What follows belongs to an exercise in optimizing a design on an open flow for small area; a production flow would make more cautious choices. Only simulation tests tie the RTL to the original design; equivalence was not proved. Power and IR drop assume default switching activity.

===== design/flow/flow/run.sh =====
#!/bin/bash
# The standard layout (standard.sh) with these changes:
#  - synthesis: Yosys's abc step, which maps the logic between the registers
#    to cells, runs flow/area.abc (ABC's area-oriented mapping with area
#    recovery) instead of ORFS's script, and adders are not first cut out into
#    half/full-adder cells (ADDER_MAP_FILE empty), so that ABC maps them with
#    the rest. The synthesis is otherwise synth_recipe.tcl as it is, so the
#    registers, their names and their cells are the standard synthesis's.
#  - placement: every input and output port still gets a buffer, but a buf_1
#    (BUFFER_PORTS_ARGS) rather than the delay buffer buffer_ports picks.
#  - clock tree: no dummy loads (CTS_ARGS: the standard arguments and the
#    buffer list, with -dont_use_dummy_load).
# Every other step is the standard one. Make's output goes to flow_make.log,
# each step's log to orfs/logs/.
set -euo pipefail
W=$(pwd)
F=$W/flow
# synthesis script: an abc wrapper put in front of synth_recipe.tcl
{
	echo "proc abc {args} {"
	echo "  set i [lsearch -exact \$args -script]"
	echo "  if {\$i >= 0} { lset args [expr {\$i + 1}] {$F/area.abc} }"
	echo "  yosys abc {*}\$args"
	echo "}"
	cat "$W/synth_recipe.tcl"
} > "$W/area_synth.tcl"
# standard.sh with the synthesis script replaced and the extra settings
EXTRA="ADDER_MAP_FILE= 'BUFFER_PORTS_ARGS=-buffer_cell sky130_fd_sc_hd__buf_1'"
sed "s#SYNTH_SCRIPT=[^ ]*#SYNTH_SCRIPT=$W/area_synth.tcl $EXTRA#" "$W/standard.sh" > "$W/area_standard.sh"
grep -q "SYNTH_SCRIPT=$W/area_synth.tcl ADDER_MAP_FILE=" "$W/area_standard.sh"
export CTS_ARGS="-sink_clustering_enable -repair_clock_nets -buf_list {sky130_fd_sc_hd__clkbuf_4 sky130_fd_sc_hd__clkbuf_8} -dont_use_dummy_load"
bash "$W/area_standard.sh" "${@:-finish}" > "$W/flow_make.log" 2>&1

===== design/flow/flow/area.abc =====
strash
&get -n
&fraig -x
&put
dc2
strash
&get -n
&deepsyn -T 100
&dch -f
&nf -R 1000
&put

===== design/flow/standard.sh =====
#!/bin/bash
# synth_recipe.tcl (not shown) runs the flow's synth.tcl, then flattens the netlist and writes it again
# the make line also repeats each setting of config.mk as NAME=value (left out here)
make -C /OpenROAD-flow-scripts/flow DESIGN_CONFIG=/design/flow/config.mk WORK_HOME=/design/flow/orfs CLKGATE_MAP_FILE= SYNTH_SCRIPT=/design/flow/synth_recipe.tcl "${@:-finish}"

===== design/flow/config.mk =====
export PLATFORM = sky130hd
export DESIGN_NAME = audio_core
export DESIGN_NICKNAME = audio_core
export VERILOG_FILES = /design/flow/design.v
export SDC_FILE = /design/flow/constraint.sdc
export NUM_CORES = 4
export LEC_CHECK = 0
export CAP_MARGIN = 10
export CORE_MARGIN = 2
export CORE_UTILIZATION = 60
export CTS_BUF_LIST = sky130_fd_sc_hd__clkbuf_4 sky130_fd_sc_hd__clkbuf_8
export GPL_TIMING_DRIVEN = 0
export PLACE_DENSITY = 0.7
export SLEW_MARGIN = 10

===== design/flow/constraint.sdc =====
create_clock -name core_clock -period 10.0 [get_ports {clk}]
set_input_delay 2.0000 -clock core_clock [delete_from_list [all_inputs] [get_ports {clk}]]
set_output_delay 2.0000 -clock core_clock [all_outputs]
set_load 0.01 [all_outputs]

===== design/flow/design.v =====
module bpm_from_interval(input [7:0] b, output reg [12:0] reload);
	always @(*) begin
		case (b)
			8'd0: reload = 13'd6453;
			8'd1: reload = 13'd6453;
			8'd2: reload = 13'd6453;
			8'd3: reload = 13'd6453;
			8'd4: reload = 13'd6453;
			8'd5: reload = 13'd6453;
			8'd6: reload = 13'd6453;
			8'd7: reload = 13'd6453;
			8'd8: reload = 13'd6453;
			8'd9: reload = 13'd6453;
			8'd10: reload = 13'd6453;
			8'd11: reload = 13'd6453;
			8'd12: reload = 13'd6453;
			8'd13: reload = 13'd6453;
			8'd14: reload = 13'd6453;
			8'd15: reload = 13'd6453;
			8'd16: reload = 13'd6453;
			8'd17: reload = 13'd6453;
			8'd18: reload = 13'd6453;
			8'd19: reload = 13'd6453;
			8'd20: reload = 13'd6453;
			8'd21: reload = 13'd6453;
			8'd22: reload = 13'd6453;
			8'd23: reload = 13'd6453;
			8'd24: reload = 13'd6453;
			8'd25: reload = 13'd6453;
			8'd26: reload = 13'd6453;
			8'd27: reload = 13'd6453;
			8'd28: reload = 13'd6453;
			8'd29: reload = 13'd6453;
			8'd30: reload = 13'd6047;
			8'd31: reload = 13'd5681;
			8'd32: reload = 13'd5347;
			8'd33: reload = 13'd5041;
			8'd34: reload = 13'd4761;
			8'd35: reload = 13'd4503;
			8'd36: reload = 13'd4267;
			8'd37: reload = 13'd4047;
			8'd38: reload = 13'd3845;
			8'd39: reload = 13'd3658;
			8'd40: reload = 13'd3483;
			8'd41: reload = 13'd3322;
			8'd42: reload = 13'd3170;
			8'd43: reload = 13'd3029;
			8'd44: reload = 13'd2898;
			8'd45: reload = 13'd2774;
			8'd46: reload = 13'd2658;
			8'd47: reload = 13'd2551;
			8'd48: reload = 13'd2447;
			8'd49: reload = 13'd2352;
			8'd50: reload = 13'd2262;
			8'd51: reload = 13'd2176;
			8'd52: reload = 13'd2095;
			8'd53: reload = 13'd2020;
			8'd54: reload = 13'd1947;
			8'd55: reload = 13'd1878;
			8'd56: reload = 13'd1814;
			8'd57: reload = 13'd1753;
			8'd58: reload = 13'd1693;
			8'd59: reload = 13'd1639;
			8'd60: reload = 13'd1585;
			8'd61: reload = 13'd1535;
			8'd62: reload = 13'd1487;
			8'd63: reload = 13'd1442;
			8'd64: reload = 13'd1397;
			8'd65: reload = 13'd1356;
			8'd66: reload = 13'd1316;
			8'd67: reload = 13'd1278;
			8'd68: reload = 13'd1241;
			8'd69: reload = 13'd1206;
			8'd70: reload = 13'd1173;
			8'd71: reload = 13'd1141;
			8'd72: reload = 13'd1109;
			8'd73: reload = 13'd1080;
			8'd74: reload = 13'd1052;
			8'd75: reload = 13'd1024;
			8'd76: reload = 13'd998;
			8'd77: reload = 13'd973;
			8'd78: reload = 13'd948;
			8'd79: reload = 13'd925;
			8'd80: reload = 13'd903;
			8'd81: reload = 13'd880;
			8'd82: reload = 13'd860;
			8'd83: reload = 13'd839;
			8'd84: reload = 13'd820;
			8'd85: reload = 13'd801;
			8'd86: reload = 13'd783;
			8'd87: reload = 13'd765;
			8'd88: reload = 13'd748;
			8'd89: reload = 13'd731;
			8'd90: reload = 13'd716;
			8'd91: reload = 13'd700;
			8'd92: reload = 13'd686;
			8'd93: reload = 13'd671;
			8'd94: reload = 13'd656;
			8'd95: reload = 13'd644;
			8'd96: reload = 13'd630;
			8'd97: reload = 13'd617;
			8'd98: reload = 13'd605;
			8'd99: reload = 13'd594;
			8'd100: reload = 13'd581;
			8'd101: reload = 13'd570;
			8'd102: reload = 13'd559;
			8'd103: reload = 13'd549;
			8'd104: reload = 13'd538;
			8'd105: reload = 13'd528;
			8'd106: reload = 13'd518;
			8'd107: reload = 13'd509;
			8'd108: reload = 13'd499;
			8'd109: reload = 13'd490;
			8'd110: reload = 13'd482;
			8'd111: reload = 13'd473;
			8'd112: reload = 13'd465;
			8'd113: reload = 13'd457;
			8'd114: reload = 13'd448;
			8'd115: reload = 13'd441;
			8'd116: reload = 13'd434;
			8'd117: reload = 13'd426;
			8'd118: reload = 13'd419;
			8'd119: reload = 13'd413;
			8'd120: reload = 13'd405;
			8'd121: reload = 13'd399;
			8'd122: reload = 13'd392;
			8'd123: reload = 13'd386;
			8'd124: reload = 13'd380;
			8'd125: reload = 13'd374;
			8'd126: reload = 13'd368;
			8'd127: reload = 13'd363;
			8'd128: reload = 13'd357;
			8'd129: reload = 13'd351;
			8'd130: reload = 13'd346;
			8'd131: reload = 13'd341;
			8'd132: reload = 13'd335;
			8'd133: reload = 13'd331;
			8'd134: reload = 13'd326;
			8'd135: reload = 13'd321;
			8'd136: reload = 13'd316;
			8'd137: reload = 13'd312;
			8'd138: reload = 13'd307;
			8'd139: reload = 13'd303;
			8'd140: reload = 13'd299;
			8'd141: reload = 13'd294;
			8'd142: reload = 13'd291;
			8'd143: reload = 13'd286;
			8'd144: reload = 13'd283;
			8'd145: reload = 13'd278;
			8'd146: reload = 13'd275;
			8'd147: reload = 13'd271;
			8'd148: reload = 13'd267;
			8'd149: reload = 13'd264;
			8'd150: reload = 13'd261;
			8'd151: reload = 13'd257;
			8'd152: reload = 13'd253;
			8'd153: reload = 13'd251;
			8'd154: reload = 13'd247;
			8'd155: reload = 13'd244;
			8'd156: reload = 13'd241;
			8'd157: reload = 13'd238;
			8'd158: reload = 13'd234;
			8'd159: reload = 13'd232;
			8'd160: reload = 13'd229;
			8'd161: reload = 13'd227;
			8'd162: reload = 13'd223;
			8'd163: reload = 13'd221;
			8'd164: reload = 13'd218;
			8'd165: reload = 13'd215;
			8'd166: reload = 13'd213;
			8'd167: reload = 13'd211;
			8'd168: reload = 13'd207;
			8'd169: reload = 13'd206;
			8'd170: reload = 13'd203;
			8'd171: reload = 13'd200;
			8'd172: reload = 13'd199;
			8'd173: reload = 13'd196;
			8'd174: reload = 13'd194;
			8'd175: reload = 13'd191;
			8'd176: reload = 13'd190;
			8'd177: reload = 13'd187;
			8'd178: reload = 13'd185;
			8'd179: reload = 13'd183;
			8'd180: reload = 13'd181;
			8'd181: reload = 13'd180;
			8'd182: reload = 13'd177;
			8'd183: reload = 13'd175;
			8'd184: reload = 13'd173;
			8'd185: reload = 13'd172;
			8'd186: reload = 13'd170;
			8'd187: reload = 13'd167;
			8'd188: reload = 13'd167;
			8'd189: reload = 13'd164;
			8'd190: reload = 13'd162;
			8'd191: reload = 13'd161;
			8'd192: reload = 13'd160;
			8'd193: reload = 13'd157;
			8'd194: reload = 13'd156;
			8'd195: reload = 13'd155;
			8'd196: reload = 13'd152;
			8'd197: reload = 13'd152;
			8'd198: reload = 13'd149;
			8'd199: reload = 13'd149;
			8'd200: reload = 13'd147;
			8'd201: reload = 13'd145;
			8'd202: reload = 13'd144;
			8'd203: reload = 13'd142;
			8'd204: reload = 13'd141;
			8'd205: reload = 13'd140;
			8'd206: reload = 13'd138;
			8'd207: reload = 13'd137;
			8'd208: reload = 13'd136;
			8'd209: reload = 13'd134;
			8'd210: reload = 13'd134;
			8'd211: reload = 13'd131;
			8'd212: reload = 13'd131;
			8'd213: reload = 13'd130;
			8'd214: reload = 13'd128;
			8'd215: reload = 13'd127;
			8'd216: reload = 13'd126;
			8'd217: reload = 13'd124;
			8'd218: reload = 13'd124;
			8'd219: reload = 13'd122;
			8'd220: reload = 13'd121;
			8'd221: reload = 13'd121;
			8'd222: reload = 13'd119;
			8'd223: reload = 13'd118;
			8'd224: reload = 13'd117;
			8'd225: reload = 13'd116;
			8'd226: reload = 13'd115;
			8'd227: reload = 13'd114;
			8'd228: reload = 13'd113;
			8'd229: reload = 13'd111;
			8'd230: reload = 13'd111;
			8'd231: reload = 13'd110;
			8'd232: reload = 13'd109;
			8'd233: reload = 13'd109;
			8'd234: reload = 13'd107;
			8'd235: reload = 13'd106;
			8'd236: reload = 13'd105;
			8'd237: reload = 13'd105;
			8'd238: reload = 13'd103;
			8'd239: reload = 13'd103;
			8'd240: reload = 13'd102;
			8'd241: reload = 13'd101;
			8'd242: reload = 13'd100;
			8'd243: reload = 13'd100;
			8'd244: reload = 13'd98;
			8'd245: reload = 13'd98;
			8'd246: reload = 13'd97;
			8'd247: reload = 13'd96;
			8'd248: reload = 13'd95;
			8'd249: reload = 13'd95;
			8'd250: reload = 13'd94;
			8'd251: reload = 13'd93;
			8'd252: reload = 13'd92;
			8'd253: reload = 13'd92;
			8'd254: reload = 13'd7842;
			8'd255: reload = 13'd7842;
			default: reload = 13'd0;
		endcase
	end
endmodule
`timescale 1ns / 1ps
module bpmcalculator(
	input wire clk,
	input wire rst,
	input wire tick,
	input wire beat,
	output wire [7:0] bpm_out
	);
	parameter STARTING_BPM = 8'd80;
	parameter DEFAULT_BPM  = 8'd80;
	reg [7:0]  b;
	reg [12:0] d;
	reg [7:0]  buf0, buf1, buf2, buf3;
	reg        prev_beat;
	wire [12:0] reload;
	wire [7:0] bm1 = b - 8'd1;
	bpm_from_interval bfi (.b(bm1), .reload(reload));
	wire early   = (b == 8'd0) | (b[7:1] == 7'h7F);    
	wire dflt    = (b == 8'd29);
	wire timeout = dflt & (d == 13'd0);
	wire [7:0] counted_bpm = dflt ? DEFAULT_BPM : b;
	wire event_  = timeout | (beat & ~prev_beat & ~early);
	wire [9:0] bpm_sum = ({2'b00, buf0} + {2'b00, buf1}) + ({2'b00, buf2} + {2'b00, buf3});
	assign bpm_out = bpm_sum[9:2];
	always @(posedge clk) begin
		if (rst) begin
			buf0 <= STARTING_BPM;
			buf1 <= STARTING_BPM;
			buf2 <= STARTING_BPM;
			buf3 <= STARTING_BPM;
			b <= 8'd0;
			d <= 13'd7842;
			prev_beat <= 0;
		end else if (tick) begin
			if (event_) begin
				buf0 <= counted_bpm;
				buf1 <= buf0;
				buf2 <= buf1;
				buf3 <= buf2;
				prev_beat <= 1;
				b <= 8'd0;
				d <= 13'd7842;
			end else begin
				prev_beat <= beat;
				if (d == 13'd0) begin
					b <= bm1;
					d <= reload;
				end else
					d <= d - 13'd1;
			end
		end
	end
endmodule
`timescale 1ns / 1ps
module beatmaker(
	input clk,
	input rst,
	input [15:0] accel_z,
	input accel_valid,
	input [2:0] cls,        
	output reg beat
	);
	wire signed [15:0] a = accel_z;
	wire new_gt = a > 16'sd10000;
	wire new_lt = a < 16'sd10000;
	wire old_gt = (cls == 3'd3);
	wire old_lt = cls[2] | ~cls[1];
	reg xing;
	always @(posedge clk) begin
		if (rst) begin
			beat <= 0;
			xing <= 0;
		end else begin
			xing <= accel_valid & ((new_gt & old_lt) | (new_lt & old_gt));
			if (xing)
				beat <= ~beat;
		end
	end
endmodule
module BPM_lut(input [7:0] bpm, output reg [7:0] half);
	always @(*) begin
		case (bpm)
			8'd0: half = 8'd166;
			8'd1: half = 8'd166;
			8'd2: half = 8'd166;
			8'd3: half = 8'd166;
			8'd4: half = 8'd166;
			8'd5: half = 8'd166;
			8'd6: half = 8'd166;
			8'd7: half = 8'd166;
			8'd8: half = 8'd166;
			8'd9: half = 8'd166;
			8'd10: half = 8'd166;
			8'd11: half = 8'd166;
			8'd12: half = 8'd166;
			8'd13: half = 8'd166;
			8'd14: half = 8'd166;
			8'd15: half = 8'd166;
			8'd16: half = 8'd166;
			8'd17: half = 8'd166;
			8'd18: half = 8'd166;
			8'd19: half = 8'd166;
			8'd20: half = 8'd166;
			8'd21: half = 8'd166;
			8'd22: half = 8'd166;
			8'd23: half = 8'd166;
			8'd24: half = 8'd166;
			8'd25: half = 8'd166;
			8'd26: half = 8'd166;
			8'd27: half = 8'd166;
			8'd28: half = 8'd166;
			8'd29: half = 8'd166;
			8'd30: half = 8'd166;
			8'd31: half = 8'd161;
			8'd32: half = 8'd156;
			8'd33: half = 8'd151;
			8'd34: half = 8'd147;
			8'd35: half = 8'd143;
			8'd36: half = 8'd139;
			8'd37: half = 8'd135;
			8'd38: half = 8'd131;
			8'd39: half = 8'd128;
			8'd40: half = 8'd125;
			8'd41: half = 8'd122;
			8'd42: half = 8'd119;
			8'd43: half = 8'd116;
			8'd44: half = 8'd113;
			8'd45: half = 8'd111;
			8'd46: half = 8'd108;
			8'd47: half = 8'd106;
			8'd48: half = 8'd104;
			8'd49: half = 8'd102;
			8'd50: half = 8'd100;
			8'd51: half = 8'd98;
			8'd52: half = 8'd96;
			8'd53: half = 8'd94;
			8'd54: half = 8'd92;
			8'd55: half = 8'd91;
			8'd56: half = 8'd89;
			8'd57: half = 8'd87;
			8'd58: half = 8'd86;
			8'd59: half = 8'd84;
			8'd60: half = 8'd83;
			8'd61: half = 8'd82;
			8'd62: half = 8'd80;
			8'd63: half = 8'd79;
			8'd64: half = 8'd78;
			8'd65: half = 8'd77;
			8'd66: half = 8'd76;
			8'd67: half = 8'd74;
			8'd68: half = 8'd73;
			8'd69: half = 8'd72;
			8'd70: half = 8'd71;
			8'd71: half = 8'd70;
			8'd72: half = 8'd69;
			8'd73: half = 8'd68;
			8'd74: half = 8'd67;
			8'd75: half = 8'd66;
			8'd76: half = 8'd66;
			8'd77: half = 8'd65;
			8'd78: half = 8'd64;
			8'd79: half = 8'd63;
			8'd80: half = 8'd62;
			8'd81: half = 8'd61;
			8'd82: half = 8'd61;
			8'd83: half = 8'd60;
			8'd84: half = 8'd59;
			8'd85: half = 8'd59;
			8'd86: half = 8'd58;
			8'd87: half = 8'd57;
			8'd88: half = 8'd57;
			8'd89: half = 8'd56;
			8'd90: half = 8'd55;
			8'd91: half = 8'd55;
			8'd92: half = 8'd54;
			8'd93: half = 8'd54;
			8'd94: half = 8'd53;
			8'd95: half = 8'd52;
			8'd96: half = 8'd52;
			8'd97: half = 8'd51;
			8'd98: half = 8'd51;
			8'd99: half = 8'd50;
			8'd100: half = 8'd50;
			8'd101: half = 8'd49;
			8'd102: half = 8'd49;
			8'd103: half = 8'd48;
			8'd104: half = 8'd48;
			8'd105: half = 8'd47;
			8'd106: half = 8'd47;
			8'd107: half = 8'd46;
			8'd108: half = 8'd46;
			8'd109: half = 8'd46;
			8'd110: half = 8'd45;
			8'd111: half = 8'd45;
			8'd112: half = 8'd44;
			8'd113: half = 8'd44;
			8'd114: half = 8'd44;
			8'd115: half = 8'd43;
			8'd116: half = 8'd43;
			8'd117: half = 8'd42;
			8'd118: half = 8'd42;
			8'd119: half = 8'd42;
			8'd120: half = 8'd41;
			8'd121: half = 8'd41;
			8'd122: half = 8'd41;
			8'd123: half = 8'd40;
			8'd124: half = 8'd40;
			8'd125: half = 8'd40;
			8'd126: half = 8'd39;
			8'd127: half = 8'd39;
			8'd128: half = 8'd39;
			8'd129: half = 8'd39;
			8'd130: half = 8'd38;
			8'd131: half = 8'd38;
			8'd132: half = 8'd38;
			8'd133: half = 8'd37;
			8'd134: half = 8'd37;
			8'd135: half = 8'd37;
			8'd136: half = 8'd37;
			8'd137: half = 8'd36;
			8'd138: half = 8'd36;
			8'd139: half = 8'd36;
			8'd140: half = 8'd35;
			8'd141: half = 8'd35;
			8'd142: half = 8'd35;
			8'd143: half = 8'd35;
			8'd144: half = 8'd34;
			8'd145: half = 8'd34;
			8'd146: half = 8'd34;
			8'd147: half = 8'd34;
			8'd148: half = 8'd34;
			8'd149: half = 8'd33;
			8'd150: half = 8'd33;
			8'd151: half = 8'd33;
			8'd152: half = 8'd33;
			8'd153: half = 8'd32;
			8'd154: half = 8'd32;
			8'd155: half = 8'd32;
			8'd156: half = 8'd32;
			8'd157: half = 8'd32;
			8'd158: half = 8'd31;
			8'd159: half = 8'd31;
			8'd160: half = 8'd31;
			8'd161: half = 8'd31;
			8'd162: half = 8'd31;
			8'd163: half = 8'd30;
			8'd164: half = 8'd30;
			8'd165: half = 8'd30;
			8'd166: half = 8'd30;
			8'd167: half = 8'd30;
			8'd168: half = 8'd30;
			8'd169: half = 8'd29;
			8'd170: half = 8'd29;
			8'd171: half = 8'd29;
			8'd172: half = 8'd29;
			8'd173: half = 8'd29;
			8'd174: half = 8'd28;
			8'd175: half = 8'd28;
			8'd176: half = 8'd28;
			8'd177: half = 8'd28;
			8'd178: half = 8'd28;
			8'd179: half = 8'd28;
			8'd180: half = 8'd28;
			8'd181: half = 8'd27;
			8'd182: half = 8'd27;
			8'd183: half = 8'd27;
			8'd184: half = 8'd27;
			8'd185: half = 8'd27;
			8'd186: half = 8'd27;
			8'd187: half = 8'd26;
			8'd188: half = 8'd26;
			8'd189: half = 8'd26;
			8'd190: half = 8'd26;
			8'd191: half = 8'd26;
			8'd192: half = 8'd26;
			8'd193: half = 8'd26;
			8'd194: half = 8'd26;
			8'd195: half = 8'd25;
			8'd196: half = 8'd25;
			8'd197: half = 8'd25;
			8'd198: half = 8'd25;
			8'd199: half = 8'd25;
			8'd200: half = 8'd25;
			8'd201: half = 8'd25;
			8'd202: half = 8'd25;
			8'd203: half = 8'd24;
			8'd204: half = 8'd24;
			8'd205: half = 8'd24;
			8'd206: half = 8'd24;
			8'd207: half = 8'd24;
			8'd208: half = 8'd24;
			8'd209: half = 8'd24;
			8'd210: half = 8'd24;
			8'd211: half = 8'd23;
			8'd212: half = 8'd23;
			8'd213: half = 8'd23;
			8'd214: half = 8'd23;
			8'd215: half = 8'd23;
			8'd216: half = 8'd23;
			8'd217: half = 8'd23;
			8'd218: half = 8'd23;
			8'd219: half = 8'd23;
			8'd220: half = 8'd22;
			8'd221: half = 8'd22;
			8'd222: half = 8'd22;
			8'd223: half = 8'd22;
			8'd224: half = 8'd22;
			8'd225: half = 8'd22;
			8'd226: half = 8'd22;
			8'd227: half = 8'd22;
			8'd228: half = 8'd22;
			8'd229: half = 8'd22;
			8'd230: half = 8'd21;
			8'd231: half = 8'd21;
			8'd232: half = 8'd21;
			8'd233: half = 8'd21;
			8'd234: half = 8'd21;
			8'd235: half = 8'd21;
			8'd236: half = 8'd21;
			8'd237: half = 8'd21;
			8'd238: half = 8'd21;
			8'd239: half = 8'd21;
			8'd240: half = 8'd21;
			8'd241: half = 8'd20;
			8'd242: half = 8'd20;
			8'd243: half = 8'd20;
			8'd244: half = 8'd20;
			8'd245: half = 8'd20;
			8'd246: half = 8'd20;
			8'd247: half = 8'd20;
			8'd248: half = 8'd20;
			8'd249: half = 8'd20;
			8'd250: half = 8'd20;
			8'd251: half = 8'd20;
			8'd252: half = 8'd20;
			8'd253: half = 8'd20;
			8'd254: half = 8'd19;
			8'd255: half = 8'd19;
			default: half = 8'd0;
		endcase
	end
endmodule
 module BPM_prescaler(CLK, RST, TICK, BPM, slowCLK, slowRise);
	input CLK;
	input RST;
	input TICK;	 
	output slowRise;	 
	input [7:0] BPM;
	output reg slowCLK;
	wire [7:0] half;
	BPM_lut U1 (BPM, half);
	reg [7:0] counter;
	wire [7:0] counter_inc = counter + 8'd1;
	wire wrap = (counter_inc >= half);
	assign slowRise = !RST && TICK && !slowCLK && wrap;
	always @ (posedge CLK) begin
		if (RST) begin
			counter <= 0;
			slowCLK <= 0;
		end else if (TICK) begin
			counter <= counter_inc;
			if (wrap) begin
				counter <= 0;
				slowCLK <= ~slowCLK;
			end
		end
	end
endmodule
module  duration_lut (input [3:0] lookup, input [1:0] mode, output reg [15:0] duration, output reg [15:0] on_limit);
	always @(*) begin
		case (lookup)
			4'd0: duration = 16'd1000;
			4'd1: duration = 16'd1500;
			4'd2: duration = 16'd2000;
			4'd3: duration = 16'd3000;
			4'd4: duration = 16'd4500;
			4'd5: duration = 16'd6000;
			4'd6: duration = 16'd9000;
			4'd7: duration = 16'd12000;
			4'd8: duration = 16'd18000;
			4'd9: duration = 16'd24000;
			4'd10: duration = 16'd48000;
			4'd11: duration = 16'd1000;
			4'd12: duration = 16'd1000;
			4'd13: duration = 16'd1000;
			4'd14: duration = 16'd1000;
			4'd15: duration = 16'd1000;
		endcase
		case ({mode[1], mode[0], lookup})
			6'd0: on_limit = 16'd875;
			6'd1: on_limit = 16'd1375;
			6'd2: on_limit = 16'd1875;
			6'd3: on_limit = 16'd2875;
			6'd4: on_limit = 16'd4375;
			6'd5: on_limit = 16'd5750;
			6'd6: on_limit = 16'd8750;
			6'd7: on_limit = 16'd11625;
			6'd8: on_limit = 16'd17500;
			6'd9: on_limit = 16'd23375;
			6'd10: on_limit = 16'd46875;
			6'd11: on_limit = 16'd875;
			6'd12: on_limit = 16'd875;
			6'd13: on_limit = 16'd875;
			6'd14: on_limit = 16'd875;
			6'd15: on_limit = 16'd875;
			6'd16: on_limit = 16'd714;
			6'd17: on_limit = 16'd1122;
			6'd18: on_limit = 16'd1530;
			6'd19: on_limit = 16'd2346;
			6'd20: on_limit = 16'd3570;
			6'd21: on_limit = 16'd4692;
			6'd22: on_limit = 16'd7140;
			6'd23: on_limit = 16'd9486;
			6'd24: on_limit = 16'd14280;
			6'd25: on_limit = 16'd19074;
			6'd26: on_limit = 16'd38250;
			6'd27: on_limit = 16'd714;
			6'd28: on_limit = 16'd714;
			6'd29: on_limit = 16'd714;
			6'd30: on_limit = 16'd714;
			6'd31: on_limit = 16'd714;
			6'd32: on_limit = 16'd1000;
			6'd33: on_limit = 16'd1500;
			6'd34: on_limit = 16'd2000;
			6'd35: on_limit = 16'd3000;
			6'd36: on_limit = 16'd4500;
			6'd37: on_limit = 16'd6000;
			6'd38: on_limit = 16'd9000;
			6'd39: on_limit = 16'd12000;
			6'd40: on_limit = 16'd18000;
			6'd41: on_limit = 16'd24000;
			6'd42: on_limit = 16'd48000;
			6'd43: on_limit = 16'd1000;
			6'd44: on_limit = 16'd1000;
			6'd45: on_limit = 16'd1000;
			6'd46: on_limit = 16'd1000;
			6'd47: on_limit = 16'd1000;
			default: on_limit = 16'd0;
		endcase
	end
endmodule
module timing_controller (CLK, RST, TICK, BPM, MODE, NOTE, START, EN, DONE);
	input 				 CLK; 	 
	input 				 RST; 	 
	input 				 TICK; 	 
	input [1:0]		   MODE;		 
	input [3:0]			NOTE;		 
	input 			  START;     
	input [7:0] 	 	 BPM;		 
	output reg 			  EN;		 
	output reg 			DONE;		 
	wire [15:0] DURATION, ON_LIMIT;
	reg [15:0] counter;
	duration_lut dur_lut_blk (NOTE, MODE, DURATION, ON_LIMIT);
	wire slowCLK, slowRise;
	BPM_prescaler bpm_pre_blk (CLK, RST, TICK, BPM, slowCLK, slowRise);
	wire at_end = (counter == DURATION);
	wire on = (counter <= ON_LIMIT);
	always @ (posedge CLK) begin
		if (RST) begin
			EN 	  <= 1;
			counter <= 0;
			DONE 	  <= 0;
		end else if (slowRise && START) begin
			DONE <= at_end;
			counter <= at_end ? 16'd0 : counter + 16'd1;
			if (on)
				EN <= 1;
			else if (!MODE[1])
				EN <= 0;
		end
	end
endmodule
module sin_lut (input [5:0] lookup, output [7:0] value);
	wire [4:0] idx = lookup[4:0];
	wire [4:0] j = lookup[4] ? (5'd0 - idx) : idx;     
	reg [6:0] q;
	always @(*) begin
		case (j)
			5'd0:  q = 7'd0;
			5'd1:  q = 7'd12;
			5'd2:  q = 7'd24;
			5'd3:  q = 7'd37;
			5'd4:  q = 7'd48;
			5'd5:  q = 7'd60;
			5'd6:  q = 7'd70;
			5'd7:  q = 7'd80;
			5'd8:  q = 7'd90;
			5'd9:  q = 7'd98;
			5'd10: q = 7'd106;
			5'd11: q = 7'd112;
			5'd12: q = 7'd117;
			5'd13: q = 7'd122;
			5'd14: q = 7'd125;
			5'd15: q = 7'd126;
			default: q = 7'd127;
		endcase
	end
	wire zero = (idx == 5'd0);
	assign value = zero ? 8'd128 : {~lookup[5], q ^ {7{lookup[5]}}};
endmodule
module tone_lut64 (input [5:0] tone, output reg [13:0] sixty_fourth_period);
	always @(*) begin
		case (tone)
			6'd0: sixty_fourth_period = 14'd11945;
			6'd1: sixty_fourth_period = 14'd11945;
			6'd2: sixty_fourth_period = 14'd11275;
			6'd3: sixty_fourth_period = 14'd10642;
			6'd4: sixty_fourth_period = 14'd10045;
			6'd5: sixty_fourth_period = 14'd9481;
			6'd6: sixty_fourth_period = 14'd8949;
			6'd7: sixty_fourth_period = 14'd8446;
			6'd8: sixty_fourth_period = 14'd7972;
			6'd9: sixty_fourth_period = 14'd7525;
			6'd10: sixty_fourth_period = 14'd7103;
			6'd11: sixty_fourth_period = 14'd6704;
			6'd12: sixty_fourth_period = 14'd6328;
			6'd13: sixty_fourth_period = 14'd5973;
			6'd14: sixty_fourth_period = 14'd5638;
			6'd15: sixty_fourth_period = 14'd5321;
			6'd16: sixty_fourth_period = 14'd5022;
			6'd17: sixty_fourth_period = 14'd4741;
			6'd18: sixty_fourth_period = 14'd4475;
			6'd19: sixty_fourth_period = 14'd4223;
			6'd20: sixty_fourth_period = 14'd3986;
			6'd21: sixty_fourth_period = 14'd3763;
			6'd22: sixty_fourth_period = 14'd3552;
			6'd23: sixty_fourth_period = 14'd3352;
			6'd24: sixty_fourth_period = 14'd3164;
			6'd25: sixty_fourth_period = 14'd2987;
			6'd26: sixty_fourth_period = 14'd2819;
			6'd27: sixty_fourth_period = 14'd2661;
			6'd28: sixty_fourth_period = 14'd2511;
			6'd29: sixty_fourth_period = 14'd2370;
			6'd30: sixty_fourth_period = 14'd2237;
			6'd31: sixty_fourth_period = 14'd2112;
			6'd32: sixty_fourth_period = 14'd1993;
			6'd33: sixty_fourth_period = 14'd1882;
			6'd34: sixty_fourth_period = 14'd1776;
			6'd35: sixty_fourth_period = 14'd1676;
			6'd36: sixty_fourth_period = 14'd1582;
			6'd37: sixty_fourth_period = 14'd1493;
			6'd38: sixty_fourth_period = 14'd1410;
			6'd39: sixty_fourth_period = 14'd1331;
			6'd40: sixty_fourth_period = 14'd1256;
			6'd41: sixty_fourth_period = 14'd1185;
			6'd42: sixty_fourth_period = 14'd1119;
			6'd43: sixty_fourth_period = 14'd1056;
			6'd44: sixty_fourth_period = 14'd997;
			6'd45: sixty_fourth_period = 14'd941;
			6'd46: sixty_fourth_period = 14'd888;
			6'd47: sixty_fourth_period = 14'd838;
			6'd48: sixty_fourth_period = 14'd791;
			6'd49: sixty_fourth_period = 14'd791;
			6'd50: sixty_fourth_period = 14'd791;
			6'd51: sixty_fourth_period = 14'd791;
			6'd52: sixty_fourth_period = 14'd791;
			6'd53: sixty_fourth_period = 14'd791;
			6'd54: sixty_fourth_period = 14'd791;
			6'd55: sixty_fourth_period = 14'd791;
			6'd56: sixty_fourth_period = 14'd791;
			6'd57: sixty_fourth_period = 14'd791;
			6'd58: sixty_fourth_period = 14'd791;
			6'd59: sixty_fourth_period = 14'd791;
			6'd60: sixty_fourth_period = 14'd791;
			6'd61: sixty_fourth_period = 14'd791;
			6'd62: sixty_fourth_period = 14'd791;
			6'd63: sixty_fourth_period = 14'd791;
		endcase
	end
endmodule
module pwm (input CLK, input RST, input [7:0] duty, input [3:0] VOL, output P);
	reg [11:0] cnt;
	reg [7:0] x;
	reg [3:0] r;
	reg [3:0] vm1;           
	wire last = (cnt == 12'h800);
	wire fb = cnt[11] ^ cnt[10] ^ cnt[9] ^ cnt[3] ^ (cnt[10:0] == 11'd0);
	wire step = (r == 4'd0);
	assign P = |x;
	always @ (posedge CLK) begin
		if (RST) begin
			cnt <= 0;
			x <= 0;
		end else begin
			cnt <= {cnt[10:0], fb};
			if (last)
				x <= (VOL == 4'd0) ? 8'd0 : duty;
			else if (step && P)
				x <= x - 8'd1;
		end
	end
	always @ (posedge CLK) begin
		if (last) begin
			r <= VOL - 4'd1;
			vm1 <= VOL - 4'd1;
		end else
			r <= step ? vm1 : r - 4'd1;
	end
endmodule
module tone(CLK, RST, TONE, EN, VOL, P);
	input 				 CLK;		 
	input 				 RST;		 
	input 		[5:0] TONE; 	 
	input					  EN;		 
	input			[3:0]  VOL;		 
	output 					P;		 
	reg [5:0] lookup_value;		 
	wire [13:0] 	 period;			 
	wire [7:0] 	  duty_cmp;
	reg [13:0] 		counter;			 
	parameter TONE_MAX = 6'd48;
	pwm pwm_block (CLK, RST, duty_cmp, VOL, P);
	tone_lut64 tone_lut_block (TONE, period);
	sin_lut sin_lut_block (lookup_value, duty_cmp);
	always @(posedge CLK) begin
		if (RST) begin
			counter <= 0;
			lookup_value <= 0;
		end else if (EN && (VOL != 4'h0) && (TONE != 6'd0 && TONE <= TONE_MAX)) begin
			counter <= counter + 14'd1;
			if (counter >= period) begin
				counter <= 14'd0;
				lookup_value <= lookup_value + 6'd1;
			end
		end
	end
endmodule
module byte_to_BCD(input [7:0] bin, output reg [11:0] BCD);
   reg [19:0] shift;
   integer i;
   always @(*)
   begin
      shift[19:8] = 0;
      shift[7:0] = bin;
      for (i=0; i<8; i=i+1) begin
         if (shift[11:8] >= 5)
            shift[11:8] = shift[11:8] + 3;
         if (shift[15:12] >= 5)
            shift[15:12] = shift[15:12] + 3;
         if (shift[19:16] >= 5)
            shift[19:16] = shift[19:16] + 3;
         shift = shift << 1;
      end
		BCD[11:0] = shift[19:8];
   end
endmodule
module bcdtoseg(input [3:0] dig, output [6:0] nseg);
	assign nseg =
		(dig == 4'd0) ? ~7'b1111110 :
		(dig == 4'd1) ? ~7'b0110000 :
		(dig == 4'd2) ? ~7'b1101101 :
		(dig == 4'd3) ? ~7'b1111001 :
		(dig == 4'd4) ? ~7'b0110011 :
		(dig == 4'd5) ? ~7'b1011011 :
		(dig == 4'd6) ? ~7'b1011111 :
		(dig == 4'd7) ? ~7'b1110000 :
		(dig == 4'd8) ? ~7'b1111111 :
		(dig == 4'd9) ? ~7'b1111011 :
		(dig == 4'hF) ? ~7'b1100111 :	 
		~7'b0000000;
endmodule
module display(CLK, RST, BPM, PLAY, SEGA, SEGD);
	input 			CLK;		 
	input 			RST;		 
	input [7:0]		BPM;		 
	input 		  PLAY;		 
	output reg [3:0] 	SEGA; 		 
	output [7:0] 	SEGD; 		    
	wire [11:0] BCD;
	reg [3:0]			CURRENT_DIG; 
	byte_to_BCD btb_blk (BPM, BCD);
	bcdtoseg seg_disp_blk (CURRENT_DIG, SEGD[7:1]);
	assign SEGD[0] = 1;
	reg [14:0] wave;
	reg [1:0]  quart;
	wire qend = (wave == 15'h18CA);
	wire last = qend & (&quart);            
	wire [1:0] q = quart + {1'b0, qend};
	always @(posedge CLK) begin
		if (RST) begin
			wave <= 15'h0001;
			quart <= 2'd0;
			SEGA <= 4'b1111;
			CURRENT_DIG <= 4'h0;
		end else begin
			wave <= qend ? 15'h0001 : {wave[13:0], wave[14] ^ wave[13]};
			quart <= q;
			if (!last) begin
				case (q)
					2'd0: begin
						SEGA <= PLAY ? 4'b1111 : 4'b1110;
						CURRENT_DIG <= PLAY ? 4'h0 : 4'hF;
					end
					2'd1: begin SEGA <= 4'b1101; CURRENT_DIG <= BCD[11:8]; end
					2'd2: begin SEGA <= 4'b1011; CURRENT_DIG <= BCD[7:4]; end
					default: begin SEGA <= 4'b0111; CURRENT_DIG <= BCD[3:0]; end
				endcase
			end
		end
	end
endmodule
`timescale 1ns / 1ps
module double_thermometer(
	input clk,
	input rst,
	input [15:0] accel_z,
	input accel_valid,
	output reg [2:0] cls,
	output wire [7:0] out
	);
	wire signed [15:0] a = accel_z;
	reg [2:0] ncls;
	always @(*) begin
		if (a == 16'd0)            ncls = 3'd0;
		else if (a[15:13] == 3'b101) ncls = 3'd4;
		else if (a[15:13] == 3'b110) ncls = 3'd5;
		else if (a[15:13] == 3'b111) ncls = 3'd6;
		else if (a > 16'sd10000)   ncls = 3'd3;
		else if (a == 16'sd10000)  ncls = 3'd2;
		else                       ncls = 3'd1;
	end
	always @(posedge clk) begin
		if (rst)
			cls <= 3'd0;
		else if (accel_valid)
			cls <= ncls;
	end
	wire z = (cls == 3'd0);
	assign out = {~cls[2] & (cls[1] | cls[0]), cls == 3'd4, cls == 3'd5, z, z, 2'b00, cls[2] & cls[1]};
endmodule
`timescale 1ns / 1ps
module audio_core(
	input clk,          
	input rst,          
	input tick,         
	input tick_1m,      
	input [15:0] accel_z,     
	input accel_valid,        
	output wire beat,   
	output [7:0] LED,   
	input PB_PLY, 	     
	input [3:0]  VOL,	  
	output P,		     
	output [3:0] SEGA,  
	output [7:0] SEGD,  
	output [7:0] BPM,   
	input [15:0] DATA,	  
	output note_req,      
	output song_end       
	);
	wire [1:0] MODE;
	wire [3:0] NOTE;
	wire [5:0] TONE;
	wire       DONE;
	wire       EN;
	reg PLAY;
	reg LATCH_PB_PLY;
	always @(posedge clk) begin
		if (rst) begin
			PLAY <= 0;
			LATCH_PB_PLY <= 0;
		end else begin
			if (PB_PLY && ~LATCH_PB_PLY)
				PLAY <= ~PLAY;
			LATCH_PB_PLY <= PB_PLY;
		end
	end
	wire cmd = DATA[15] & DATA[14];
	assign MODE     = cmd ? 2'b00 : DATA[15:14];
	assign NOTE     = cmd ? 4'b0  : DATA[3:0];
	assign TONE     = DATA[13:8];
	assign song_end = PLAY && cmd && (DATA[7:0] == 0);
	assign note_req = DONE & PLAY;
	wire [2:0] acls;
	double_thermometer LED_display (
		.clk(clk), .rst(rst), .accel_z(accel_z), .accel_valid(accel_valid),
		.cls(acls), .out(LED));
	beatmaker bm (
		.clk(clk), .rst(rst), .accel_z(accel_z), .accel_valid(accel_valid),
		.cls(acls), .beat(beat));
	bpmcalculator bpmcalc (
		.clk(clk), .rst(rst), .tick(tick), .beat(beat), .bpm_out(BPM));
	timing_controller timing_ctrl_blk (clk, rst, tick_1m, BPM, MODE, NOTE, PLAY, EN, DONE);
	display  disp_blk (clk, rst, BPM, PLAY, SEGA, SEGD);
	tone     tone_blk (clk, rst, TONE, EN & PLAY, VOL, P);
endmodule

==> metrics.md, run 1 <==
| Metric | Value |
|---|---|
| Crit path capture type | flop |
| H-tree Lvls | 4 |
| Fraction of registers with async set/reset | 0% |
| Cell with the most instances after synthesis | nand2_1 |
| FF-to-FF setup slack | around 0.94 ns |
| Met3 WL | approximately 3300 um |
| Routed length on met2 | around 15,000 um |
| Skew-Pair Late Insertion Delay | roughly 0.45 ns |
| Die Ht | between 100 and 150 um |
| Mapped Cells | roughly 1.7k |
| Mean Syn Cell Area | about 7 sq um |
| Syn. warnings | 15 |
| CP peak stage delay | approximately 0.44 ns |
| Setup TNS | 0 ns |
| Uppermost layer routed | met4 |
| Worst slack, placed | between 0.1 and 0.15 ns |
| RSZ-0062 raised after global routing | no |
| Post-layout util | around two thirds |
| Clk slew on worst S/H paths | about 0.1 ns |
| Static leakage | 0.00436 uW |
| Layout cells sized above 1 | under 10% |
| Die area | about 20,000 sq um |
| Synth top area share | ~27% |
| VDD IR max | 0.0000909 V |
| Worst slew pin tran | around 1.3 ns |
| Final hold violations | 0 |
| Die X | ~140 um |
| Worst Setup Start Kind | flop |
| Hold path startpoint | disp_blk.wave[7] |
| Detailed-route wire length per cell | between 15 and 20 um |
| Share of the yosys chip area belonging to registers | between 20% and 30% |
| Post-route minimum period | approximately 9.1 ns |
| All-layer global routing usage | 33.0% |
| Flip-flop and latch count after synthesis | around 160 |
| Hold_buf cts | 0 |
| Count of final setup violators | 0 |
| Outcome | complete, no violations |
| CP Class | flop to flop |
| Global-route wire length before repair | 56,200 um |
| Root buf cell | clkbuf_8 |
| Vias after detailed routing | 13.1k |
| Grt total ovfl | 0 |
| Worst Skew | about 0.041 ns |
| CP max-delay cell | xor2_4 |
| Synth top area cells | dfxtp_1, nand2_1, nor2_1 |
| Final WS setup | between 0.9 and 1 ns |
| Met1 WL | between 10,000 and 15,000 um |
| Rel. slew slack | 15.5% |
| DR iter-0 viols | 1,445 |
| Top post-synthesis cells by count | nand2_1, nor2_1, a21oi_1 |
| WP data required | ~10 ns |
| Fin nets | roughly 1.8k |
| Pwr Density | 97.4 nW/um^2 |
| DP Cell Count | ~2.0k |
| Largest area contributor in the netlist | dfxtp_1 |
| Worst reg2reg endpoint | timing_ctrl_blk.counter[15] |
| CTS tree | yes |
| IO Count | 74 |
| Distinct cells, synth | 63 |
| CP max FO | 15 |
| Total routed wirelength | 33,700 um |
| Non-filler cells in the finished layout | about 2.0k |
| GPL Wtd Cong | just over 1 |
| Drt first pass iters | 5 |
| Post-route ant nets | 0 |
| Antenna violations before repair | 0 |
| Worst r2r src | bpmcalc.buf0[0] |
| Core ar. | around 19,000 sq um |
| DR vias/cell | 6.52 |
| Worst Hold End | disp_blk.wave[8] |
| Post-synth EDFFs | 4 |
| Total CTS buffers | 17 |
| Worst Hold Slack | ~0.45 ns |
| Largest net degree at the start of global routing | 44 |
| Initial core utilization | between 60% and 70% |
| R2R cell count | 37 |
| Synth Flop Type | dfxtp_1 |
| Detailed Place HPWL | roughly 25,000 um |
| CTS max path bufs | 2 |
| Worst min-delay path category | flop to flop |
| Post-route DRC | 0 |
| FMAX | 0.110 GHz |
| Worst hold stages | 1 |
| Number of global-route vias before repair | about 12k |
| Most used cell, CP | and3_1 |
| CTS sink cnt | roughly 160 |
| Diodes inserted | 0 |
| Synth Cell Area | approximately 12,000 sq um |
| Max-Cap Viols | 0 |
| P&R area growth vs syn | 8.86% |
| Rows | 50 |
| Final period util | around nine tenths |
| Port bufs | 70 |
| Slew Limit Fails | 0 |
| Worst EP arrival | 9.39 ns |
## metrics by stage
step / total power (uW) / instance area, sq um
6_report: 1230 / 12600
2_1_floorplan: 824 / 11600
3_3_place_gp: 881 / 12200
4_1_cts: 1230 / 12500
3_5_place_dp: 889 / 12300
5_1_grt: 1290 / 12600
## power by group
| group | leakage (uW) | internal [uW] | total [uW] | switching [uW] |
|---|---|---|---|---|
| registers | 0.00131 | 663 | 683 | 19.9 |
| clock network | 0.000122 | 150 | 350 | 200 |
| logic | 0.00292 | 75.6 | 196 | 120 |
## how the worst max path moves through the flow
stage | start | to | slack, ns | cells after the start
detailed placement | bpmcalc.buf0[1] | timing_ctrl_blk.counter[15] | 0.13 | 39
global route | bpmcalc.buf1[1] | timing_ctrl_blk.counter[15] | 0.004 | 39
finish | bpmcalc.buf0[0] | timing_ctrl_blk.counter[15] | 0.94 | 37
global placement | bpmcalc.buf0[0] | timing_ctrl_blk.counter[15] | 0.05 | 38
floorplan | bpmcalc.buf1[1] | timing_ctrl_blk.counter[15] | 1.76 | 40
CTS | bpmcalc.buf0[1] | timing_ctrl_blk.counter[15] | 0.12 | 39
## critical path: cells and delay by family (launching register included)
kind | cells | cell delay (ns)
buffers and inverters | 2 | 0.48
XOR/XNOR | 4 | 1.20
AND/OR/NAND/NOR | 15 | 3.26
AO/OA/AOI/OAI | 11 | 1.64
flip-flops | 1 | 0.36
adder cells (fa/ha/maj) | 5 | 1.99
## routing by layer
layer / track usage [%] / vias up
met4: 12.4 / 0
met5: 0 / -
met2: 53.5 / 752
met3: 6.17 / 128
li1: - / 6288
met1: 43.5 / 5979
## flip-flops by register name, indices dropped and copies added (netlist names), 12 cells and up
register	cells
bpmcalc.d	13
disp_blk.wave	15
timing_ctrl_blk.counter	16
tone_blk.counter	14
tone_blk.pwm_block.cnt	12
## cell families (layout without fill, tap and decap cells)
logic type                 count (synthesis)  after routing  share of synthesized area (%)
muxes                                      6              6                          0.540
AOI/OAI and AO/OA                        558            558                           29.8
DFF                                      161            161                           28.2
and+or+nand+nor                          773            773                           30.8
buffers and inverters                     41            136                           1.49
adders and majority gates                 19             19                           1.64
other                                      2              3                         0.0648
xor gates and xnor gates                  99             99                           7.49
## cell type report
class	count	area, sq um
Sequential cell	161	3260
Multi-Input combinational cell	1458	8240
Fill cell	1665	6220
Clock buffer	17	234
Timing Repair Buffer	78	373
Buffer	5	37.5
Inverter	36	139
Tap cell	260	325
## placed cells by master (no fill, tap or decap), types with 29 or more instances in the layout
cell,count
o21ai_0,142
clkinv_1,34
nor2b_1,35
a31oi_1,32
a21oi_1,164
nand2b_1,35
nor2_1,223
xnor2_1,61
buf_1,68
and2_0,37
nand2_1,256
xor2_1,31
nand3_1,29
nor3_1,61
dfxtp_1,157
## timing repair
action / CTS / global route
setup endpoints to repair: 0 / 7
gates resized for setup: 0 / 8
setup buffers: 0 / 0
==> run 2: changes to the inputs <==
==> design/flow/flow/area.abc (replaced) <==
strash
&get -n
&fraig -x
&put
dc2
strash
&get -n
&deepsyn -T 100
&dch -f
&nf -R 1000
&put
strash
&get -n
&dch -f
&nf -R 1000
&put
--- a/design/flow/config.mk
+++ b/design/flow/config.mk
@@ -7,8 +7,8 @@
 export LEC_CHECK = 0
 export CAP_MARGIN = 10
 export CORE_MARGIN = 2
-export CORE_UTILIZATION = 60
+export CORE_UTILIZATION = 35
 export CTS_BUF_LIST = sky130_fd_sc_hd__clkbuf_4 sky130_fd_sc_hd__clkbuf_8
 export GPL_TIMING_DRIVEN = 0
-export PLACE_DENSITY = 0.7
+export PLACE_DENSITY = 0.55
 export SLEW_MARGIN = 10
==> metrics.md, run 2 <==
| Metric | Value |
|---|---|
| Outcome | complete, no violations |
| Largest net degree at the start of global routing | 38 (-14%) |
| CTS sink cnt | 161 (unchanged) |
| Total CTS buffers | 17 (unchanged) |
| Pwr Density | 96.0 nW/um^2 (-1.5%) |
| Rows | 66 (+32%) |
| Distinct cells, synth | 62 (-1.6%) |
| DR iter-0 viols | 1,393 (-3.6%) |
| Rel. slew slack | 15.2% (-0.36 points) |
| FMAX | 0.110 GHz (-0.21%) |
| Worst Skew | 0.0355 ns (-0.00592 ns) |
| Post-synth EDFFs | 4 (unchanged) |
| Top reg by flops | timing_ctrl_blk.counter |
| Antenna violations before repair | 1 (+1) |
| CP Class | flop to flop |
| Core ar. | 32,400 sq um (+72%) |
| CP peak stage delay | 0.44 ns (about the same) |
| Post-route ant nets | 0 (unchanged) |
| Worst slew pin tran | 1.27 ns (+0.00434 ns) |
| All-layer global routing usage | 20.7% (-12 points) |
| Mapped Cells | 1,658 (-0.060%) |
| Synth Cell Area | 11,500 sq um (-0.99%) |
| Detailed Place HPWL | 26,100 um (+6.3%) |
| VDD IR max | 0.0000733 V (-19%) |
| GPL Wtd Cong | 0.969 (-4.6%) |
| Grt total ovfl | 0 (unchanged) |
| RSZ-0062 raised after global routing | no |
| P&R area growth vs syn | 11.5% |
| Detailed-route wire length per cell | 16.4 um (-2.0%) |
| Cell with the most instances after synthesis | nor2_1 |
| Worst min-delay path category | flop to flop |
| CP max-delay cell | maj3_1 |
| WP data required | 10.31 ns (-0.02 ns) |
| Most frequent cells in the layout | nor2_1, nand2_1, o21ai_0 |
| Worst EP arrival | 9.39 ns (about the same) |
| Filler instances | 3,434 (+110%) |
| Slew Limit Fails | 0 (unchanged) |
| CTS max path bufs | 2 (unchanged) |
| Mean Syn Cell Area | 6.92 sq um (-0.93%) |
| Largest area contributor in the netlist | dfxtp_1 |
| IO Count | 74 (unchanged) |
| Multi-input gate area | 8160 sq um (-0.88%) |
| Share of the yosys chip area belonging to registers | 28.5% (+0.28 points) |
| Total routed wirelength | 36,100 um (+7.1%) |
| Final hold violations | 0 (unchanged) |
| Clk slew on worst S/H paths | 0.10 ns (about the same) |
| CTS tree | yes |
| Drt first pass iters | 8 (+3) |
| Worst Setup Start Kind | flop |
| Synth top area cells | dfxtp_1, nor2_1, nand2_1 |
| Crit path capture type | flop |
| CP max FO | 7 (-8) |
| Skew-Pair Late Insertion Delay | 0.47 ns (+0.02 ns) |
| Setup TNS | 0 ns (unchanged) |
| Post-route minimum period | 9.08 ns (+0.0188 ns) |
| Number of global-route vias before repair | 11.6k (-0.89%) |
| Global-route wire length before repair | 58,100 um (+3.4%) |
| Vias after detailed routing | 12.9k (-1.6%) |
| Final period util | 90.8% (+0.19 points) |
| DP Cell Count | 2,178 (+9.0%) |
| Die X | 185 um (+29%) |
| Max FFs per register | 16 (unchanged) |
| Fin nets | 1,802 (+0.17%) |
| Initial core utilization | 35.4% (-26 points) |
| Register Area | 3260 sq um (unchanged) |
| Syn. warnings | 15 (unchanged) |
| Top post-synthesis cells by count | nor2_1, nand2_1, o21ai_0 |
| Non-filler cells in the finished layout | 2,201 (+9.2%) |
| Die area | 34,200 sq um (+68%) |
| Port bufs | 70 (unchanged) |
| DR vias/cell | 5.88 (-9.9%) |
| Max-Cap Viols | 0 (unchanged) |
| Synth top area share | 27.4% (+0.27 points) |
| Layout cells sized above 1 | 2.79% (+0.28 points) |
| H-tree Lvls | 4 (unchanged) |
| Largest registers | timing_ctrl_blk.counter (16), disp_blk.wave (15), tone_blk.counter (14) |
| Post-route DRC | 0 (unchanged) |
| Flip-flop and latch count after synthesis | 161 (unchanged) |
| Root buf cell | clkbuf_8 |
| Synth Flop Type | dfxtp_1 |
| Count of final setup violators | 0 (unchanged) |
| Fraction of registers with async set/reset | 0% (unchanged) |
| Commonest non-fill, non-tap cell in the layout | nor2_1 |
| Hold_buf cts | 0 (unchanged) |
| Die Ht | 185 um (+29%) |
| Static leakage | 0.00450 uW (+3.4%) |
-- run 2: cell count changes after synthesis, moves of 8 or more --
cell      delta
nand3_1     +15
or2_0        +9
a21oi_1     -14
nand2_1     -15
o21ai_0     +16
clkinv_1    -11
o221ai_1     -8
xor2_1      -11
nor3_1      +15
o31ai_1     -10
nor2_1      +31
nand2b_1    -13
-- run 2: final timing paths --
kind	start	to	slack [ns]	cells after the start
setup reg to reg	bpmcalc.buf2[0]	timing_ctrl_blk.counter[15]	0.92	35
hold reg to reg	tone_blk.pwm_block.cnt[5]	tone_blk.pwm_block.cnt[6]	0.44	1
setup / recovery	bpmcalc.buf2[0]	timing_ctrl_blk.counter[15]	0.92	35
hold / removal	tone_blk.pwm_block.cnt[5]	tone_blk.pwm_block.cnt[6]	0.44	1
-- run 2: timing repair --
| action | CTS | global route |
|---|---|---|
| buffers inserted | 0 | 4 |
| setup endpoints to repair | 0 | 4 |
| resized for setup | 0 | 9 |
| endpoints found under the hold margin | 0 | 0 |
-- run 2: stage by stage --
| step | hold slack [ns] | util, % | power, uW | cell area, sq um | worst slack [ns] |
|---|---|---|---|---|---|
| after floorplan | 0.428 | - | 820 | 11500 | 1.55 |
| after global placement | 0.436 | 38.0 | 879 | 12300 | -0.0214 |
| after detailed placement | 0.443 | 38.5 | 883 | 12500 | 0.513 |
| after CTS | 0.440 | 39.2 | 1240 | 12700 | 0.479 |
| after global routing | 0.462 | 39.5 | 1300 | 12800 | 0.0222 |
| final | 0.438 | 39.5 | 1230 | 12800 | 0.924 |
-- run 2: layout make-up --
| class | count | area share [%] |
|---|---|---|
| antenna | 1 | 0.0196 |
| timing repair buffer | 81 | 3.38 |
| buffer | 5 | 0.294 |
| multi-input combinational | 1469 | 63.8 |
| tap | 442 | 4.32 |
| sequential | 161 | 25.5 |
| clock buffer | 17 | 1.83 |
| inverter | 25 | 0.793 |
-- run 2: report_power, final --
part | internal, uW | total [uW] | leakage [uW] | switching, uW
Sequential | 663 | 680 | 0.00131 | 17.1
Combinational | 73.4 | 191 | 0.00307 | 118
Clock | 150 | 357 | 0.000122 | 207
-- run 2: critical path, delay by kind of cell (launching register included) --
family                   cells  cell delay, ns
XOR/XNOR                     2            0.51
adder cells (fa/ha/maj)      6            2.51
flip-flops                   1            0.33
AO/OA/AOI/OAI                8            1.76
buffers and inverters        1            0.11
AND/OR/NAND/NOR             18            3.71
-- run 2: routing by layer --
layer	vias to the layer above	global-route usage, %	part of all wire [%]
met3	139	3.99	8.0
met4	0	9.46	4.1
met2	606	32.9	44
met5	-	0	0
met1	5870	27.0	44
li1	6328	-	-
-- run 2: cell families (layout without fill, tap and decap cells) --
family | after synthesis | in the layout | share of synthesized area (%)
other | 2 | 4 | 0.0655
adders and majority gates | 14 | 14 | 1.22
xor gates and xnor gates | 83 | 84 | 6.34
AOI/OAI and AO/OA | 549 | 549 | 29.8
DFF | 161 | 161 | 28.5
muxes | 6 | 6 | 0.535
buffers and inverters | 30 | 128 | 1.15
and+or+nand+nor | 813 | 813 | 32.4
==> run 3: changes to the inputs <==
--- a/design/flow/flow/run.sh
+++ b/design/flow/flow/run.sh
@@ -28,5 +28,5 @@
 EXTRA="ADDER_MAP_FILE= 'BUFFER_PORTS_ARGS=-buffer_cell sky130_fd_sc_hd__buf_1'"
 sed "s#SYNTH_SCRIPT=[^ ]*#SYNTH_SCRIPT=$W/area_synth.tcl $EXTRA#" "$W/standard.sh" > "$W/area_standard.sh"
 grep -q "SYNTH_SCRIPT=$W/area_synth.tcl ADDER_MAP_FILE=" "$W/area_standard.sh"
-export CTS_ARGS="-sink_clustering_enable -repair_clock_nets -buf_list {sky130_fd_sc_hd__clkbuf_4 sky130_fd_sc_hd__clkbuf_8} -dont_use_dummy_load"
+export CTS_ARGS="-sink_clustering_enable -repair_clock_nets -buf_list {sky130_fd_sc_hd__clkbuf_8} -sink_clustering_size 20 -dont_use_dummy_load"
 bash "$W/area_standard.sh" "${@:-finish}" > "$W/flow_make.log" 2>&1
==> design/flow/flow/area.abc (replaced) <==
strash
&get -n
&fraig -x
&put
dc2
strash
&get -n
&dch -f
&nf -R 1000
&put
==> metrics.md, run 3 <==
| Metric | Value |
|---|---|
| Outcome | complete, no violations |
| # Post-CTS Setup Buffers | 0 (unchanged) |
| Int Power | 894 uW (+0.89%) |
| H-tree Lvls | 4 (unchanged) |
| All-layer global routing usage | 20.0% (-0.66 points) |
| Die area | 36,100 sq um (+5.4%) |
| Total routed wirelength | 37,200 um (+3.1%) |
| Comb pwr share | 16.4% (+0.8 points) |
| Uppermost layer routed | met4 |
| Number of global-route vias before repair | 12.2k (+4.7%) |
| Global-route wire length before repair | 60,800 um (+4.6%) |
| Fraction of registers with async set/reset | 0% (unchanged) |
| Distinct cells, synth | 63 (+1.6%) |
| Final Power | 1250 uW (+1.7%) |
| Vias after detailed routing | 13.7k (+5.7%) |
| CTS max path bufs | 2 (unchanged) |
| RSZ-0062 raised after global routing | no |
| Commonest non-fill, non-tap cell in the layout | nand2_1 |
| Final period util | 89.8% (-0.93 points) |
| CP max-delay cell | clkinv_1 |
| Most frequent cells in the layout | nand2_1, nor2_1, a21oi_1 |
| Top reg by flops | timing_ctrl_blk.counter |
| Synth top area share | 26.0% (-1.4 points) |
| Synth top area cells | dfxtp_1, a21oi_1, nand2_1 |
| Worst Setup Start Kind | flop |
| Switching Fraction | 28.4% (+0.59 points) |
| CTS tree | yes |
| Non-filler cells in the finished layout | 2,307 (+4.8%) |
| Layout cells sized above 1 | 2.65% (-0.14 points) |
| Met3 WL | 2710 um (-5.7%) |
| Rel. slew slack | 16.5% (+1.3 points) |
| DP Cell Count | 2,288 (+5.1%) |
| Worst hold stages | 1 (unchanged) |
| Fin nets | 1,896 (+5.2%) |
| Post-route ant nets | 0 (unchanged) |
| Detailed Place HPWL | 26,300 um (+0.82%) |
| Static leakage | 0.00453 uW (+0.62%) |
| Skew-Pair Late Insertion Delay | 0.47 ns (about the same) |
| IO Count | 74 (unchanged) |
| Rows | 68 (+3.0%) |
| GPL Wtd Cong | 0.959 (-0.99%) |
| P&R area growth vs syn | 11.0% |
| Initial core utilization | 35.3% (-0.14 points) |
| Slew Limit Fails | 0 (unchanged) |
| Root buf cell | clkbuf_8 |
| Total CTS buffers | 17 (unchanged) |
| Cell with the most instances after synthesis | nand2_1 |
| Largest registers | timing_ctrl_blk.counter (16), disp_blk.wave (15), tone_blk.counter (14) |
| Core ar. | 34,300 sq um (+5.9%) |
| Final hold violations | 0 (unchanged) |
| Top post-synthesis cells by count | nand2_1, nor2_1, a21oi_1 |
| Routed length on met2 | 16,600 um (+5.5%) |
| Post-layout util | 39.2% (-0.33 points) |
| Clk slew on worst S/H paths | 0.10 ns (about the same) |
| Post-route DRC | 0 (unchanged) |
| Worst slew pin tran | 1.24 ns (-0.0266 ns) |
| Largest net degree at the start of global routing | 47 (+24%) |
| Count of final setup violators | 0 (unchanged) |
| CP peak stage delay | 0.49 ns (+0.05 ns) |
| Synth Flop Type | dfxtp_1 |
| Synth Cell Area | 12,100 sq um (+5.5%) |
| Post-route minimum period | 8.98 ns (-0.0925 ns) |
| Met1 WL | 17,000 um (+5.7%) |
| Share of the yosys chip area belonging to registers | 27.0% (-1.5 points) |
| Seq pwr share | 54.9% (-0.5 points) |
| Port bufs | 70 (unchanged) |
| Worst Skew | 0.0510 ns (+0.0155 ns) |
| CTS sink cnt | 161 (unchanged) |
| CP Class | flop to flop |
| Drt first pass iters | 6 (-2) |
| Pwr Density | 93.0 nW/um^2 (-3.2%) |
| R2R cell count | 35 (unchanged) |
| Mapped Cells | 1,755 (+5.9%) |
| Most used cell, CP | maj3_1 |
| Crit path capture type | flop |
| Sw Pwr | 355 uW (+3.9%) |
| Post-synth EDFFs | 4 (unchanged) |
| VDD IR max | 0.0000749 V (+2.3%) |
| Die Ht | 190 um (+2.6%) |
| Mean Syn Cell Area | 6.89 sq um (-0.34%) |
| FMAX | 0.111 GHz (+1.0%) |
| DR iter-0 viols | 1,653 (+19%) |
| Flip-flop and latch count after synthesis | 161 (unchanged) |
| Antenna violations before repair | 0 (-1) |
| Largest area contributor in the netlist | dfxtp_1 |
| Diodes inserted | 0 (-1) |
| CP max FO | 17 (+10) |
| Die X | 190 um (+2.6%) |
| Setup TNS | 0 ns (unchanged) |
| Clock Power Share | 28.7% (-0.4 points) |
| WP data required | 10.32 ns (about the same) |
| Max FFs per register | 16 (unchanged) |
| DR vias/cell | 5.93 (+0.87%) |
| Area post-placement | 13,100 sq um (+5.4%) |
| Detailed-route wire length per cell | 16.1 um (-1.7%) |
| Worst min-delay path category | flop to flop |
| Fin area | 13,400 sq um (+5.0%) |
| Max-Cap Viols | 0 (unchanged) |
| Grt total ovfl | 0 (unchanged) |
| Syn. warnings | 15 (unchanged) |
| Worst EP arrival | 9.30 ns (-0.09 ns) |
==> run 3: cell count changes after synthesis, moves of 15 or more <==
cell | before | now
nor2_1 | 255 | 233
nor4_1 | 13 | 29
a21oi_1 | 151 | 204
xor2_1 | 25 | 40
==> run 3: final timing paths <==
check,startpoint,to,slack (ns)
worst min register to register,disp_blk.wave[1],disp_blk.wave[2],0.44
worst min-delay path,disp_blk.wave[1],disp_blk.wave[2],0.44
worst max register to register,bpmcalc.buf0[1],timing_ctrl_blk.counter[15],1.02
worst max-delay path,bpmcalc.buf0[1],timing_ctrl_blk.counter[15],1.02
==> run 3: cell type report <==
class / count / area, sq um
plain buffers: 5 / 37.5
clock buffers: 17 / 234
well taps: 455 / 569
inverters: 36 / 143
flip-flops and latches: 161 / 3260
repair buffers: 78 / 388
fillers: 3606 / 20900
repair inverters: 1 / 5.00
multi-input cells: 1554 / 8790
==> run 3: critical path, delay by kind of cell (launching register included) <==
family / cells / cell delay [ns]
xor gates and xnor gates: 5 / 1.52
buffers and inverters: 1 / 0.49
DFF: 1 / 0.34
AOI/OAI and AO/OA: 5 / 0.74
and+or+nand+nor: 19 / 3.72
adders and majority gates: 5 / 2.05
==> run 3: stage by stage <==
step / setup slack [ns] / hold slack [ns]
after floorplan: 1.87 / 0.422
after global placement: -0.0551 / 0.433
after detailed placement: 0.175 / 0.441
after CTS: 0.140 / 0.439
after global routing: 0.0797 / 0.471
final: 1.02 / 0.436
==> run 3: cells by family after synthesis <==
family	count (synthesis)	share of synthesized area [%]
flip-flops	161	27.0
other	2	0.0621
buffers and inverters	41	1.43
multiplexers	1	0.0828
XOR/XNOR	108	7.82
adder cells (fa/ha/maj)	25	2.07
AO/OA/AOI/OAI	608	30.6
AND/OR/NAND/NOR	809	31.0
==> run 3: layer usage <==
layer	vias to the layer above	global-route usage, %
met5	-	0
met1	6268	27.6
met2	614	32.1
met3	99	3.01
met4	0	6.26
li1	6703	-
==> run 3: power groups by stage <==
stage	Clock [uW]	Combinational [uW]	Sequential, uW
2_1_floorplan	0	140	695
3_3_place_gp	0	202	699
3_5_place_dp	0	202	699
4_1_cts	377	204	685
5_1_grt	400	233	690
6_report	359	205	685
==> run 3: what timing repair did <==
action,4_1_cts,5_1_grt
setup endpoints to repair,0,6
gates resized for setup,0,7
hold buffers,0,0

-- re-timing with driven ports --
The flow's constraints put no driver on any port. The routed layouts listed below were extracted and timed again, unchanged, in two steps. Step 1 (the two cells are an assumption about what drives the block):
set clk [get_ports {clk}]
set_driving_cell -lib_cell sky130_fd_sc_hd__clkbuf_16 $clk
set_driving_cell -lib_cell sky130_fd_sc_hd__buf_2 [delete_from_list [all_inputs] $clk]
Step 2 moves the port delays by t, midway between the first and last clock arrival at a register: inputs arrive t later, outputs are due t later. That takes back most of the time a late clock gives input paths. Slacks: no drivers / after step 1 / after step 2; pairs: no drivers / after step 1.
| run | t (ns) | setup WS [ns] | worst setup path at the end | worst slew at a driven data input, ns |
|---|---|---|---|---|
| run 1 | 0.473 | 0.943 / 0.943 / 0.943 | register to register | 0.04 |
| run 2 | 0.490 | 0.924 / 0.924 / 0.924 | register to register | 0.09 |
| run 3 | 0.484 | 1.017 / 1.017 / 1.017 | register to register | 0.04 |
After both steps every run listed still meets setup and hold.
